Source: an optimization exercise on an open RTL-to-GDS flow (aim: small area and a short achievable clock period). Production flows keep margins and buffers that such runs may drop.
In this exercise RTL edits were held to simulation tests only and were not proved equivalent to the original.

**run.sh**
```bash
#!/bin/bash
# synth_recipe.tcl (not shown) runs the flow's synth.tcl, then flattens the netlist and writes it again
# the make line also repeats each setting of config.mk as NAME=value (left out here)
make -C /OpenROAD-flow-scripts/flow DESIGN_CONFIG=/design/flow/config.mk WORK_HOME=/design/flow/orfs CLKGATE_MAP_FILE= SYNTH_SCRIPT=/design/flow/synth_recipe.tcl finish
```
**config.mk**
```make
export PLATFORM = sky130hd
export DESIGN_NAME = EdgeRasterizer
export DESIGN_NICKNAME = EdgeRasterizer
export VERILOG_FILES = /design/flow/design.v
export SDC_FILE = /design/flow/constraint.sdc
export NUM_CORES = 4
export LEC_CHECK = 0
export CAP_MARGIN = 20
export CORE_MARGIN = 2
export CORE_UTILIZATION = 40
export SLEW_MARGIN = 20
```
**constraint.sdc**
```tcl
create_clock -name core_clock -period 28.0 [get_ports {clock}]
set_input_delay 5.6000 -clock core_clock [delete_from_list [all_inputs] [get_ports {clock}]]
set_output_delay 5.6000 -clock core_clock [all_outputs]
set_load 0.01 [all_outputs]
```
**design.v**
```verilog
module EdgeRasterizer(clock,									 
						in_sig_start_new_triangle, 				 
						in_sig_get_boundary_coords, 			 
						in_sig_form_edges, 						 
						in_sig_pixel_loop_setup,				 
						in_sig_rasterize_pixels, 				 
						in_v0_screen_x, in_v0_screen_y,			 
						in_v1_screen_x, in_v1_screen_y,			 
						in_v2_screen_x, in_v2_screen_y,			 
						in_v0_depth, in_v1_depth, in_v2_depth,	 
						in_color,								 
						out_sig_rasterize_write_pixel,			 
						out_sig_rasterize_done, 				 
						out_pixel_x, out_pixel_y,				 
						out_pixel_depth,						 
						out_pixel_color);						 
	input [0:0] clock;
	input [0:0] in_sig_start_new_triangle;
	input [0:0] in_sig_get_boundary_coords;
	input [0:0] in_sig_form_edges;
	input [0:0] in_sig_pixel_loop_setup;
	input [0:0] in_sig_rasterize_pixels;
	input [15:0] in_v0_screen_x, in_v0_screen_y;
	input [15:0] in_v1_screen_x, in_v1_screen_y;
	input [15:0] in_v2_screen_x, in_v2_screen_y;
	input [1:0] in_v0_depth, in_v1_depth, in_v2_depth;
	input [15:0] in_color;
	output [0:0] out_sig_rasterize_write_pixel;
	output [0:0] out_sig_rasterize_done;
	output [15:0] out_pixel_x, out_pixel_y;
	output [1:0] out_pixel_depth;
	output [15:0] out_pixel_color;
	reg [15:0] start_v0_screen_x, start_v0_screen_y;
	reg [15:0] start_v1_screen_x, start_v1_screen_y;
	reg [15:0] start_v2_screen_x, start_v2_screen_y;
	reg [1:0] start_v0_depth, start_v1_depth, start_v2_depth;
	reg [15:0] start_color;
	always @(posedge clock) begin
		if (in_sig_start_new_triangle) begin
			start_v0_screen_x <= in_v0_screen_x;
			start_v0_screen_y <= in_v0_screen_y;
			start_v1_screen_x <= in_v1_screen_x;
			start_v1_screen_y <= in_v1_screen_y;
			start_v2_screen_x <= in_v2_screen_x;
			start_v2_screen_y <= in_v2_screen_y;
			start_v0_depth <= in_v0_depth;
			start_v1_depth <= in_v1_depth;
			start_v2_depth <= in_v2_depth;
			start_color <= in_color;
		end
	end
	reg [15:0] min_x, min_y;
	reg [15:0] max_x, max_y;
	reg [15:0] triangle_area;
	reg [15:0] v0_depth_16, v1_depth_16, v2_depth_16;
	always @(posedge clock) begin
		if (in_sig_get_boundary_coords) begin
			if (start_v0_screen_x < start_v1_screen_x &&
				start_v0_screen_x < start_v2_screen_x) begin
				min_x <= start_v0_screen_x;
			end
			else if (start_v1_screen_x < start_v0_screen_x &&
					start_v1_screen_x < start_v2_screen_x) begin
				min_x <= start_v1_screen_x;	
			end
			else begin
				min_x <= start_v2_screen_x;
			end
			if (start_v0_screen_y < start_v1_screen_y &&
				start_v0_screen_y < start_v2_screen_y) begin
				min_y <= start_v0_screen_y;
			end
			else if (start_v1_screen_y < start_v0_screen_y &&
				start_v1_screen_y < start_v2_screen_y) begin
				min_y <= start_v1_screen_y;
			end
			else begin
				min_y <= start_v2_screen_y;
			end
			if (start_v0_screen_x > start_v1_screen_x &&
				start_v0_screen_x > start_v2_screen_x) begin
				max_x <= start_v0_screen_x;
			end
			else if (start_v1_screen_x > start_v0_screen_x &&
					start_v1_screen_x > start_v2_screen_x) begin
				max_x <= start_v1_screen_x;
			end
			else begin
				max_x <= start_v2_screen_x;
			end
			if (start_v0_screen_y > start_v1_screen_y &&
				start_v0_screen_y > start_v2_screen_y) begin
				max_y <= start_v0_screen_y;
			end
			else if (start_v1_screen_y > start_v0_screen_y &&
					start_v1_screen_y > start_v2_screen_y) begin
				max_y <= start_v1_screen_y;
			end
			else begin
				max_y <= start_v2_screen_y;
			end
			triangle_area <= 	(start_v0_screen_x * start_v1_screen_y) +
								(start_v1_screen_x * start_v2_screen_y) +
								(start_v2_screen_x * start_v0_screen_y) -
								(start_v0_screen_x * start_v2_screen_y) -
								(start_v1_screen_x * start_v0_screen_y) - 
								(start_v2_screen_x * start_v1_screen_y);
			v0_depth_16 <= 16'b0 + (start_v0_depth << 7);
			v1_depth_16 <= 16'b0 + (start_v1_depth << 7);
			v2_depth_16 <= 16'b0 + (start_v2_depth << 7);
		end
	end
	reg [15:0] edge0_a, edge0_b, edge0_c;
	reg [15:0] edge1_a, edge1_b, edge1_c;
	reg [15:0] edge2_a, edge2_b, edge2_c;
	reg [15:0] inverse_triangle_area;
	always @(posedge clock) begin
		if (in_sig_form_edges) begin
			edge0_a <= start_v1_screen_y - start_v2_screen_y;
			edge0_b <= start_v2_screen_x - start_v1_screen_x;
			edge0_c <= start_v2_screen_y * start_v1_screen_x -
						start_v2_screen_x * start_v1_screen_y;
			edge1_a <= start_v2_screen_y - start_v0_screen_y;
			edge1_b <= start_v0_screen_x - start_v2_screen_x;
			edge1_c <= start_v0_screen_y * start_v2_screen_x -
						start_v0_screen_x * start_v2_screen_y;
			edge2_a <= start_v0_screen_y - start_v1_screen_y;
			edge2_b <= start_v1_screen_x - start_v0_screen_x;
			edge2_c <= start_v1_screen_y * start_v0_screen_x - 
						start_v1_screen_x * start_v0_screen_y;
			inverse_triangle_area <= (triangle_area == 16'd0) ? 16'd0 : (1'b1 << 7) / (triangle_area);
		end
	end
	reg [15:0] x_pixel_iter;
	reg [15:0] y_pixel_iter;
	reg [15:0] out_pixel_x_reg, out_pixel_y_reg;
	reg [15:0] out_pixel_depth_reg;	 
	reg [15:0] out_pixel_color_reg;
	reg [0:0] out_sig_rasterize_write_pixel_reg;	 
	reg [0:0] out_sig_rasterize_done_reg;	 
	always @(posedge clock) begin
		if (in_sig_pixel_loop_setup) begin
			x_pixel_iter <= min_x;
			y_pixel_iter <= min_y;
		end
		if (in_sig_rasterize_pixels) begin
			if ( (edge0_a * x_pixel_iter + edge0_b * y_pixel_iter + edge0_c) <= 16'h7FFF && 		 
				 (edge1_a * x_pixel_iter + edge1_b * y_pixel_iter + edge1_c) <= 16'h7FFF && 		 
				 (edge2_a * x_pixel_iter + edge2_b * y_pixel_iter + edge2_c) <= 16'h7FFF ) begin 	 
				out_pixel_x_reg <= x_pixel_iter;
				out_pixel_y_reg <= y_pixel_iter;
				out_pixel_color_reg <= start_color; 
				out_pixel_depth_reg <= v0_depth_16
										+
										(
										(v1_depth_16 - v0_depth_16) * 
										((edge1_a * x_pixel_iter + edge1_b * y_pixel_iter + edge1_c) * inverse_triangle_area)
										>> 7)
										+
										(
										(v2_depth_16 - v0_depth_16) * 
										((edge2_a * x_pixel_iter + edge2_b * y_pixel_iter + edge2_c) * inverse_triangle_area)
										>> 7);	
				out_sig_rasterize_write_pixel_reg <= 1'b1;
			end
			else begin
				out_sig_rasterize_write_pixel_reg <= 1'b0;
			end
			if (x_pixel_iter < max_x) begin
				x_pixel_iter <= x_pixel_iter + 16'd1;
			end
			else if (x_pixel_iter >= max_x && y_pixel_iter < max_y) begin
				x_pixel_iter <= min_x;
				y_pixel_iter <= y_pixel_iter + 16'd1;
			end
			if (x_pixel_iter >= max_x && y_pixel_iter >= max_y) begin
				out_sig_rasterize_done_reg <= 1'b1;
			end
			else begin	 
				out_sig_rasterize_done_reg <= 1'b0;
			end
		end
		else begin
			out_sig_rasterize_done_reg <= 1'b0;
			out_sig_rasterize_write_pixel_reg <= 1'b0;
		end
	end
	assign out_sig_rasterize_done = out_sig_rasterize_done_reg;
	assign out_sig_rasterize_write_pixel = out_sig_rasterize_write_pixel_reg;
	assign out_pixel_x = out_pixel_x_reg;
	assign out_pixel_y = out_pixel_y_reg;
	assign out_pixel_depth = (out_pixel_depth_reg >= 16'b101000000) ? 2'b11 :	 
							((out_pixel_depth_reg[6] == 1'b1) ? (out_pixel_depth_reg[8:7] + 1'b1) : (out_pixel_depth_reg[8:7]));
	assign out_pixel_color = out_pixel_color_reg;
endmodule
```
==> run notes <==
-- synthesized netlist by cell type, types with 9 or more instances --
cell type,instances
o221a_2,9
a22oi_1,10
edfxtp_1,416
nor4_1,14
xnor2_1,528
a21boi_0,48
a211oi_1,23
mux2_2,33
mux2i_1,68
a221oi_1,10
o31ai_1,10
buf_1,29
a31oi_1,24
clkbuf_1,291
nor2b_1,93
and4_1,12
o21bai_1,40
nand3b_1,12
nor2_1,714
ha_1,1000
fa_1,1191
nand4_1,37
a21oi_1,239
clkinv_1,40
inv_1,1849
o21ai_0,212
buf_2,12
a221o_1,22
o21a_1,75
or2_2,24
xor2_1,135
nand2_1,1127
and2_1,366
dfxtp_1,34
a21o_1,98
nor3_1,91
and3_1,30
nand2b_1,57
o22ai_1,10
or3_1,21
nand3_1,68
-- logic make-up (layout without fill, tap and decap cells) --
| kind of cell | count (synthesis) | count (layout) |
|---|---|---|
| adder cells (fa/ha/maj) | 2191 | 2191 |
| XOR/XNOR | 664 | 664 |
| flip-flops | 450 | 450 |
| AO/OA/AOI/OAI | 942 | 942 |
| AND/OR/NAND/NOR | 2692 | 2692 |
| other | 0 | 15 |
| buffers and inverters | 2223 | 2618 |
| multiplexers | 102 | 102 |
-- what timing repair did --
item	4_1_cts	5_1_grt
resized for setup	0	23
hold endpoints to repair	0	0
endpoints found under the setup margin	0	2
buffers inserted	0	4
-- layout make-up --
| class | instances | area [um2] |
|---|---|---|
| Fill cell | 20200 | 114000 |
| Inverter | 1891 | 7100 |
| Multi-Input combinational cell | 6591 | 61700 |
| Clock buffer | 62 | 1440 |
| Timing Repair Buffer | 634 | 5220 |
| Tap cell | 2704 | 3380 |
| Clock inverter | 31 | 317 |
| Sequential cell | 450 | 13200 |
| Antenna cell | 15 | 37.5 |
-- per-stage QoR --
| stage | cell area [um2] | hold WS, ps |
|---|---|---|
| after floorplan | 83100 | 400 |
| after global routing | 92400 | 423 |
| after global placement | 90500 | 401 |
| after CTS | 92300 | 420 |
| after detailed placement | 90500 | 405 |
| final | 92400 | 415 |
-- placed cells by master, fill, tap and decap left out, types with 12 or more instances in the layout --
master,Yosys,final
nor2_1,714,713
a221o_1,22,22
clkdlybuf4s50_1,0,172
or3_1,21,21
nor2b_1,93,93
a21o_1,98,98
inv_1,1849,1844
a21oi_1,239,235
o21bai_1,40,40
o21a_1,75,75
nand2_1,1127,1127
mux2_2,33,33
nor4_1,14,12
mux2i_1,68,68
or2_2,24,24
and2_1,366,365
a21boi_0,48,45
buf_4,0,458
nand3_1,68,66
and3_1,30,30
xor2_1,135,135
nor3_1,91,90
diode_2,0,15
clkinv_1,40,44
nand4_1,37,37
fa_1,1191,1191
a31oi_1,24,24
xnor2_1,528,528
nand2b_1,57,57
nand3b_1,12,12
clkbuf_16,0,56
ha_1,1000,1000
dfxtp_1,34,23
a211oi_1,23,21
edfxtp_1,416,416
o21ai_0,212,209
-- worst paths after layout --
kind	from	end	slack (ps)	cells after the start
min	start_v2_depth[0]	v2_depth_16[7]	420	0
max reg2reg	triangle_area[14]	inverse_triangle_area[0]	1990	125
max	triangle_area[14]	inverse_triangle_area[0]	1990	125
min reg2reg	start_v2_depth[0]	v2_depth_16[7]	420	0
-- worst max-delay path, delay by kind of cell, from the launching register on --
kind / cells / cell delay, ps
buf+inv: 9 / 1370
xor+xnor: 1 / 180
compound gates: 58 / 11770
mux: 5 / 1250
flops: 1 / 470
fa+ha+maj: 14 / 4220
simple gates: 38 / 6430
-- routing by layer --
metal  wire (um)  vias to the layer above
met3       28800                      732
met4       14900                       10
met5         244                        -
li1            -                    29600
met2      130000                     3047
met1      125000                    33600
==> impl_metrics.toml <==
[placement]
dp_hpwl_mm = 233
place_ws_ps = 908
gp_congestion = 1.00
placed_cells = 12300
port_buffers = 175

[grt]
antenna_found_initial = 20
grt_pass1_wl_mm = 443
grt_use_met2_pct = 43.5
grt_util_met3_pct = 6.03
globalRoute.totalOverflow = 0
grt_busiest_layer = "met2"
grt_max_degree = 87
grt_pass1_vias = 68700
grt_use_total_pct = 28.3
grt_use_met1_pct = 38.7

[cts]
root_buffer = "clkbuf_16"
clk_latency_ps = 720
cts_buffers = 51
cts_sinks = 450
clk_pin_slew_ps = 70
h-tree-depth = 2
hold_buffers = 0
cts_tree = "done"
cts_buffer_depth = 3

[timing]
finalHoldViolCount = 0
timing.fmax_mhz = 38.4
finalSetupTns_ps = 0
final-max-slew-violation-count = 0
tightest_slew_ps = 1090
relSlewSlack_pct = 27.4
worst_slack_ps = 1990
finalSetupViolCount = 0
worst_clock_skew_ps = 31.9
finalCriticalPeriod_ps = 26010
finalCritPeriodShare_pct = 92.9

[synthesis]
postSynth.asyncResetShare_pct = 0
synth_compound_area_share_pct = 7.48
synth_fa_ha_area_share_pct = 43.7
synthFlopType = "edfxtp_1"
synth_area_leader_cell = "fa_1"
synth_area_mm2 = 0.0831
synth-warning-count = 1
synth_cells = 9264
synth_xor_area_share_pct = 7.01
synth-seq-cells = 450
synth_edf_count = 416
syn_area_per_cell_um2 = 8.97
synth_fp_nets = 11600
yosysSeqAreaShare_pct = 15.8
synth_top_family_by_area = "adder cells"
synthTopCellsByArea = "fa_1, ha_1, edfxtp_1, inv_1, xnor2_1"
netlist.area_leader.share_pct = 28.7
synth_cell_types = 93
synthSimpleGateAreaFrac_pct = 14.6
synthMuxAreaShare_pct = 1.28

[routing]
wl_per_cell_um = 24.1
routed_wl_mm = 299
vias_per_cell = 5.41
drt_iter0_markers = 6396
vias = 67000
drcViolationCount = 0
first_pass_iters = 6
ant_nets = 0

[cells_and_area]
drive_gt1_share_pct = 7.05
stdcell_count = 12400
nNetsFinal = 11900
final_util_pct = 44.7
syn2layout_area_growth_pct = 11.1

[floorplan]
die_x_um = 460
num_rows = 167
die_h_um = 460
io_pins = 176
core_area_mm2 = 0.207
die-area_mm2 = 0.212
start_util_pct = 40.2

[critical_path]
cpPeakStageDelay_ps = 640
path_max_fanout = 8
critPathKind = "flip-flop to flip-flop"
cp-start-kind = "flip-flop"
critPathCaptureType = "flip-flop"
cp_slowest_cell = "or4_4"
crit_required_ps = 28440
crit_arrival_ps = 26450

[run_status]
status = "timing/DRC/antenna clean"

[min_path]
hold_class = "flip-flop to flip-flop"

[run]
max_cap_viol_count = 0
